Background: an optimization exercise with open tools, aiming at small area. Do not read the settings as production practice.
Only simulation tests tie the RTL to the original design; equivalence was not proved.
Power figures rest on the tool's default switching activity, not on a simulated workload.

==> job 3286 <==
==> flow/design.v <==
module mul_obj_check (
    input  wire         sys_clk,
    input  wire         sys_rst_n,
    input  wire         pre_hs,
    input  wire         pre_vs,
    input  wire         pre_wr_en,
    input  wire         pre_1bit,
    output wire         mul_hs,
    output wire         mul_vs,
    output wire         mul_wr_en,
    output wire [639:0] box,        
    output reg  [3:0]   box_cnt,
    output reg          box_full
);
    reg [2:0] vs_reg, hs_reg, wr_en_reg;
    reg       vs_fall, vs_rise;
    reg       pre_1bit_r;
    reg [9:0] cnt_x, cnt_y;
    reg [15:0] tar_flag;
    reg [3:0]  tar_cnt;
    reg        full;
    wire vs_r    = vs_reg[0];
    wire wr_en_r = wr_en_reg[0];
    always @(posedge sys_clk or negedge sys_rst_n) begin
        if (!sys_rst_n) begin
            vs_reg <= 3'd0;
            hs_reg <= 3'd0;
            wr_en_reg <= 3'd0;
            pre_1bit_r <= 1'b0;
        end else begin
            vs_reg <= {vs_reg[1:0], pre_vs};
            hs_reg <= {hs_reg[1:0], pre_hs};
            wr_en_reg <= {wr_en_reg[1:0], pre_wr_en};
            pre_1bit_r <= pre_1bit;
        end
    end
    assign mul_hs = hs_reg[2];
    assign mul_vs = vs_reg[2];
    assign mul_wr_en = wr_en_reg[2];
    always @(posedge sys_clk or negedge sys_rst_n) begin
        if (!sys_rst_n) begin
            vs_fall <= 1'b0;
            vs_rise <= 1'b0;
        end else if (!pre_vs && vs_r) begin
            vs_fall <= 1'b1;
        end else if (!vs_r && pre_vs) begin
            vs_rise <= 1'b1;
        end else begin
            vs_fall <= 1'b0;
            vs_rise <= 1'b0;
        end
    end
    always @(posedge sys_clk or negedge sys_rst_n) begin
        if (!sys_rst_n) begin
            cnt_x <= 10'd0;
            cnt_y <= 10'd0;
        end else if (pre_wr_en) begin
            if (cnt_x != 10'd799) begin
                cnt_x <= cnt_x + 10'd1;
            end else begin
                cnt_x <= 10'd0;
                cnt_y <= (cnt_y != 10'd599) ? cnt_y + 10'd1 : 10'd0;
            end
        end
    end
    wire field_valid = (cnt_x > 10'd20) && (cnt_x < 10'd780) && (cnt_y > 10'd15) && (cnt_y < 10'd585);
    wire s1 = pre_wr_en && !pre_1bit && field_valid;
    wire s2 = wr_en_r && !pre_1bit_r && field_valid;
    wire tf_all = &tar_flag;
    wire tf_any = |tar_flag;
    wire proc = s2 && tf_any;               
    wire new_slot = !vs_fall && s2 && tf_all;
    wire widen = !vs_fall && s2 && tf_any && !tf_all;
    wire [9:0] x2 = cnt_x - 10'd1;
    wire [9:0] xp = cnt_x + 10'd100;
    wire [9:0] xm = (cnt_x >= 10'd100) ? cnt_x - 10'd100 : 10'd0;
    wire [9:0] yp = cnt_y + 10'd100;
    wire [9:0] ym = (cnt_y >= 10'd100) ? cnt_y - 10'd100 : 10'd0;
    wire [9:0] op_l = proc ? x2 : xp;
    wire [9:0] op_r = proc ? x2 : xm;
    wire [9:0] op_u = proc ? cnt_y : yp;
    wire [9:0] op_d = proc ? cnt_y : ym;
    reg [9:0] xmin [15:0];
    reg [9:0] xmax [15:0];
    reg [9:0] ymin [15:0];
    reg [9:0] ymax [15:0];
    wire [15:0] valid, outside, lt_l, gt_r, lt_u, gt_d;
    genvar i;
    generate for (i = 0; i < 16; i = i + 1) begin : sl
        assign valid[i] = full || (tar_cnt > i);
        assign lt_l[i] = op_l < xmin[i];
        assign gt_r[i] = op_r > xmax[i];
        assign lt_u[i] = op_u < ymin[i];
        assign gt_d[i] = op_d > ymax[i];
        assign outside[i] = lt_l[i] | gt_r[i] | lt_u[i] | gt_d[i];
        wire here = widen && !tar_flag[i];
        wire nw = new_slot && (tar_cnt == i);
        wire e_l = nw || (here && lt_l[i]);
        wire e_r = nw || (here && !lt_l[i] && gt_r[i]);
        wire e_d = nw || (here && !lt_l[i] && !gt_r[i] && gt_d[i]);
        wire e_u = nw || (here && !lt_l[i] && !gt_r[i] && !gt_d[i] && lt_u[i]);
        always @(posedge sys_clk) begin
            if (e_l) xmin[i] <= x2;
            if (e_r) xmax[i] <= x2;
            if (e_d) ymax[i] <= cnt_y;
            if (e_u) ymin[i] <= cnt_y;
        end
        reg [39:0] out;
        always @(posedge sys_clk) begin
            if (vs_rise) out <= {ymax[i], xmax[i], ymin[i], xmin[i]};
        end
        assign box[40*i +: 40] = out;
    end endgenerate
    always @(posedge sys_clk or negedge sys_rst_n) begin
        if (!sys_rst_n) begin
            tar_flag <= 16'd0;
            tar_cnt <= 4'd0;
            full <= 1'b0;
        end else if (vs_fall) begin
            tar_flag <= 16'd0;
            tar_cnt <= 4'd0;
            full <= 1'b0;
        end else begin
            if (s1 && !proc && !tf_all)
                tar_flag <= ~valid | outside;
            else
                tar_flag <= 16'd0;
            if (new_slot) begin
                tar_cnt <= tar_cnt + 4'd1;
                if (tar_cnt == 4'd15) full <= 1'b1;
            end
        end
    end
    always @(posedge sys_clk or negedge sys_rst_n) begin
        if (!sys_rst_n) begin
            box_cnt <= 4'd0;
            box_full <= 1'b0;
        end else if (vs_rise) begin
            box_cnt <= tar_cnt;
            box_full <= full;
        end
    end
endmodule
module boundary_fusion (
    input  wire         sys_clk,
    input  wire         sys_rst_n,
    input  wire         pre_wr_en,
    input  wire         pre_hs,
    input  wire         pre_vs,
    input  wire [639:0] box,
    input  wire [3:0]   box_cnt,
    input  wire         box_full,
    input  wire [15:0]  cam_data,
    output reg  [15:0]  fusion_rgb565,
    output reg          fusion_hs,
    output reg          fusion_vs,
    output reg          fusion_wr_en,
    output wire [7:0]   obj_num
);
    reg [9:0] cnt_x, cnt_y;
    always @(posedge sys_clk or negedge sys_rst_n) begin
        if (!sys_rst_n) begin
            cnt_x <= 10'd0;
            cnt_y <= 10'd0;
        end else if (pre_wr_en) begin
            if (cnt_x != 10'd799) begin
                cnt_x <= cnt_x + 10'd1;
            end else begin
                cnt_x <= 10'd0;
                cnt_y <= (cnt_y != 10'd599) ? cnt_y + 10'd1 : 10'd0;
            end
        end
    end
    wire field_valid = (cnt_x > 10'd20) && (cnt_x < 10'd780) && (cnt_y > 10'd20) && (cnt_y < 10'd585);
    wire [15:0] hit;
    genvar i;
    generate for (i = 0; i < 16; i = i + 1) begin : sl
        wire [9:0] xl = box[40*i +: 10];
        wire [9:0] yu = box[40*i+10 +: 10];
        wire [9:0] xr = box[40*i+20 +: 10];
        wire [9:0] yd = box[40*i+30 +: 10];
        wire valid = box_full || (box_cnt > i);
        assign hit[i] = valid && (cnt_x >= xl) && (cnt_x <= xr) && (cnt_y >= yu) && (cnt_y <= yd)
                        && ((cnt_x == xl) || (cnt_x == xr) || (cnt_y == yu) || (cnt_y == yd));
    end endgenerate
    reg red;
    always @(posedge sys_clk or negedge sys_rst_n) begin
        if (!sys_rst_n) begin
            red <= 1'b0;
            fusion_rgb565 <= 16'd0;
            fusion_hs <= 1'b0;
            fusion_vs <= 1'b0;
            fusion_wr_en <= 1'b0;
        end else begin
            red <= field_valid && (hit != 16'd0);
            fusion_rgb565 <= red ? 16'hF800 : cam_data;
            fusion_hs <= pre_hs;
            fusion_vs <= pre_vs;
            fusion_wr_en <= pre_wr_en;
        end
    end
    reg [4:0] num_r, num;
    reg [1:0] cnt_wait;
    always @(posedge sys_clk or negedge sys_rst_n) begin
        if (!sys_rst_n) begin
            num_r <= 5'd0;
            num <= 5'd0;
            cnt_wait <= 2'd0;
        end else begin
            num_r <= {box_full, box_full ? 4'd0 : box_cnt};
            if (num_r != 5'd0 || cnt_wait == 2'd2) num <= num_r;
            cnt_wait <= (cnt_wait == 2'd2) ? 2'd0 : cnt_wait + 2'd1;
        end
    end
    assign obj_num = {3'd0, num};
endmodule
module obj_track (
    input  wire        sys_clk,
    input  wire        sys_rst_n,
    input  wire        pre_hs,
    input  wire        pre_vs,
    input  wire        pre_wr_en,
    input  wire        pre_1bit,
    input  wire [15:0] cam_data,
    output wire [15:0] fusion_rgb565,
    output wire        fusion_hs,
    output wire        fusion_vs,
    output wire        fusion_wr_en,
    output wire [7:0]  obj_num
);
    wire         mul_hs, mul_vs, mul_wr_en;
    wire [639:0] box;
    wire [3:0]   box_cnt;
    wire         box_full;
    mul_obj_check u_mul_obj_check (
        .sys_clk   (sys_clk),
        .sys_rst_n (sys_rst_n),
        .pre_hs    (pre_hs),
        .pre_vs    (pre_vs),
        .pre_wr_en (pre_wr_en),
        .pre_1bit  (pre_1bit),
        .mul_hs    (mul_hs),
        .mul_vs    (mul_vs),
        .mul_wr_en (mul_wr_en),
        .box       (box),
        .box_cnt   (box_cnt),
        .box_full  (box_full)
    );
    boundary_fusion u_boundary_fusion (
        .sys_clk       (sys_clk),
        .sys_rst_n     (sys_rst_n),
        .pre_wr_en     (mul_wr_en),
        .pre_hs        (mul_hs),
        .pre_vs        (mul_vs),
        .box           (box),
        .box_cnt       (box_cnt),
        .box_full      (box_full),
        .cam_data      (cam_data),
        .fusion_rgb565 (fusion_rgb565),
        .fusion_hs     (fusion_hs),
        .fusion_vs     (fusion_vs),
        .fusion_wr_en  (fusion_wr_en),
        .obj_num       (obj_num)
    );
endmodule
==> flow/run.sh <==
#!/bin/bash
# synth_recipe.tcl (not shown) runs the flow's synth.tcl, then flattens the netlist and writes it again
# the make line also repeats each setting of config.mk as NAME=value (left out here)
make -C /OpenROAD-flow-scripts/flow DESIGN_CONFIG=/design/flow/config.mk WORK_HOME=/design/flow/orfs CLKGATE_MAP_FILE= SYNTH_SCRIPT=/design/flow/synth_recipe.tcl finish
==> flow/config.mk <==
export PLATFORM = sky130hd
export DESIGN_NAME = obj_track
export DESIGN_NICKNAME = obj_track
export VERILOG_FILES = /design/flow/design.v
export SDC_FILE = /design/flow/constraint.sdc
export NUM_CORES = 4
export LEC_CHECK = 0
export CAP_MARGIN = 20
export CORE_MARGIN = 2
export CORE_UTILIZATION = 40
export PLACE_DENSITY = 0.6
export SLEW_MARGIN = 20
==> flow/constraint.sdc <==
create_clock -name core_clock -period 8.0 [get_ports {sys_clk}]
set_input_delay 1.6000 -clock core_clock [delete_from_list [all_inputs] [get_ports {sys_clk}]]
set_output_delay 1.6000 -clock core_clock [all_outputs]
set_load 0.01 [all_outputs]
==> inputs of job 2240, as changes to job 3286 <==
--- a/flow/design.v
+++ b/flow/design.v
@@ -82,2 +82,12 @@
     wire [9:0] op_d = proc ? cnt_y : ym;
+    function automatic lt10(input [9:0] a, input [9:0] b);
+        integer n;
+        reg c;
+        begin
+            c = 1'b0;
+            for (n = 0; n < 10; n = n + 1)
+                c = (~a[n] & b[n]) | (~a[n] & c) | (b[n] & c);
+            lt10 = c;
+        end
+    endfunction
     reg [9:0] xmin [15:0];
@@ -90,6 +100,6 @@
         assign valid[i] = full || (tar_cnt > i);
-        assign lt_l[i] = op_l < xmin[i];
-        assign gt_r[i] = op_r > xmax[i];
-        assign lt_u[i] = op_u < ymin[i];
-        assign gt_d[i] = op_d > ymax[i];
+        assign lt_l[i] = lt10(op_l, xmin[i]);
+        assign gt_r[i] = lt10(xmax[i], op_r);
+        assign lt_u[i] = lt10(op_u, ymin[i]);
+        assign gt_d[i] = lt10(ymax[i], op_d);
         assign outside[i] = lt_l[i] | gt_r[i] | lt_u[i] | gt_d[i];
@@ -174,2 +184,12 @@
     wire field_valid = (cnt_x > 10'd20) && (cnt_x < 10'd780) && (cnt_y > 10'd20) && (cnt_y < 10'd585);
+    function automatic lt10(input [9:0] a, input [9:0] b);
+        integer n;
+        reg c;
+        begin
+            c = 1'b0;
+            for (n = 0; n < 10; n = n + 1)
+                c = (~a[n] & b[n]) | (~a[n] & c) | (b[n] & c);
+            lt10 = c;
+        end
+    endfunction
     wire [15:0] hit;
@@ -182,4 +202,4 @@
         wire valid = box_full || (box_cnt > i);
-        assign hit[i] = valid && (cnt_x >= xl) && (cnt_x <= xr) && (cnt_y >= yu) && (cnt_y <= yd)
-                        && ((cnt_x == xl) || (cnt_x == xr) || (cnt_y == yu) || (cnt_y == yd));
+        assign hit[i] = valid && !lt10(cnt_x, xl) && !lt10(xr, cnt_x) && !lt10(cnt_y, yu) && !lt10(yd, cnt_y)
+                        && (!lt10(xl, cnt_x) || !lt10(cnt_x, xr) || !lt10(yu, cnt_y) || !lt10(cnt_y, yd));
     end endgenerate
==> flow/flow/run.sh (new file) <==
#!/bin/bash
# Layout flow: the standard flow (standard.sh), with one change in synthesis:
# the combinational logic is mapped by ABC with an area-oriented script
# (flow/area.abc) instead of ORFS's speed script. Everything else in
# synthesis (register mapping, flatten, renaming) is the standard flow's own script.
set -euo pipefail
W=$(pwd)
# ORFS synth.tcl with only the ABC script path replaced
sed 's#^\(\s*\)log_cmd abc {\*}$abc_args#\1set abc_args [lreplace $abc_args 1 1 '"$W"'/flow/area.abc]\n\1log_cmd abc {*}$abc_args#' \
    "$FLOW_HOME/scripts/synth.tcl" > "$W/synth_area.tcl"
grep -q "flow/area.abc" "$W/synth_area.tcl"
# The standard flow's synthesis script, sourcing the edited synth.tcl
sed "s#source \$::env(SCRIPTS_DIR)/synth.tcl#source $W/synth_area.tcl#" "$W/synth_recipe.tcl" > "$W/synth_flow.tcl"
grep -q "synth_area.tcl" "$W/synth_flow.tcl"
bash "$W/standard.sh" SYNTH_SCRIPT="$W/synth_flow.tcl" finish > "$W/make_finish.log" 2>&1
==> flow/flow/area.abc (new file) <==
strash
&get -n
&fraig -x
&put
dc2
strash
&get -n
&dch -f
&nf -R 1000
&put
strash
dc2
&get -n
&dch -f
&nf -R 1000
&put
==> flow/standard.sh (new file) <==
#!/bin/bash
# synth_recipe.tcl (not shown) runs the flow's synth.tcl, then flattens the netlist and writes it again
# the make line also repeats each setting of config.mk as NAME=value (left out here)
make -C /OpenROAD-flow-scripts/flow DESIGN_CONFIG=/design/flow/config.mk WORK_HOME=/design/flow/orfs CLKGATE_MAP_FILE= SYNTH_SCRIPT=/design/flow/synth_recipe.tcl "${@:-finish}"
CORE_UTILIZATION = 60   (was 40)
CTS_BUF_LIST = sky130_fd_sc_hd__clkbuf_4   (was default)
PLACE_DENSITY = 0.7   (was 0.6)
removed: flow/run.sh
==> qor summary <==
Result of the run: job 3286 complete, no violations; job 2240 complete, no violations
Worst flop-to-flop path endpoint: job 3286 u_mul_obj_check.xmin[10][8]$_DFFE_PP_; job 2240 u_mul_obj_check.ymax[15][2]$_DFFE_PP_
Layout clock buffers: job 3286 186; job 2240 541
Logic depth of the worst register-to-register path: job 3286 19; job 2240 20
Power drawn by the combinational cells: job 3286 4230 uW; job 2240 3600 uW
Clk pwr share: job 3286 36.1%; job 2240 33.7%
Placement Setup Slack: job 3286 1.254 ns; job 2240 1.640 ns
Final clock skew: job 3286 0.05481 ns; job 2240 0.09725 ns
Multiplexer share of the synthesized area: job 3286 0.1147%; job 2240 0.1408%
Pin count of the biggest net entering global routing: job 3286 152; job 2240 185
Bufs and invs on worst path: job 3286 3; job 2240 4
DP Wirelength: job 3286 170.2 mm; job 2240 143.4 mm
Area fraction of clock buffers and clock inverters: job 3286 5.896%; job 2240 6.450%
Grt met3 use: job 3286 4.722%; job 2240 9.459%
Per-cell via count in the routed design: job 3286 5.560; job 2240 7.019
Met1 usage in global routing: job 3286 32.87%; job 2240 53.03%
Number of antenna violations at the first check in global routing: job 3286 21; job 2240 5
Nonclk inv count: job 3286 1,234; job 2240 150
Number of unique standard cell types used by synthesis: job 3286 74; job 2240 69
Via count of the first global-routing pass: job 3286 51,780; job 2240 47,110
P_sw: job 3286 6176 uW; job 2240 5633 uW
Xor/xnor share of the synthesized area: job 3286 0.5852%; job 2240 0.6141%
Number of non-filler instances in the completed layout: job 3286 9,375; job 2240 7,014

[static timing again, ports no longer ideal]
The flow's constraints put no driver on any port. The routed layouts listed below were extracted and timed again, unchanged, in two steps. Step 1 (the two cells are an assumption about what drives the block):
set clk [get_ports {sys_clk}]
set_driving_cell -lib_cell sky130_fd_sc_hd__clkbuf_16 $clk
set_driving_cell -lib_cell sky130_fd_sc_hd__buf_2 [delete_from_list [all_inputs] $clk]
Step 2 also shifts input and output timing later by t, the mid clock arrival at the registers, as if the neighbouring blocks saw the same clock. Slacks: ideal ports / drivers / drivers and shift; pairs: ideal ports / drivers.
run	shift t [ns]	setup WS [ns]	cell pins on the clock port's net
job 3286	0.896	1.008 / 1.008 / 1.008	1
job 2240	1.280	1.338 / 1.338 / 1.338	1
After both steps setup and hold are still met in every run listed.
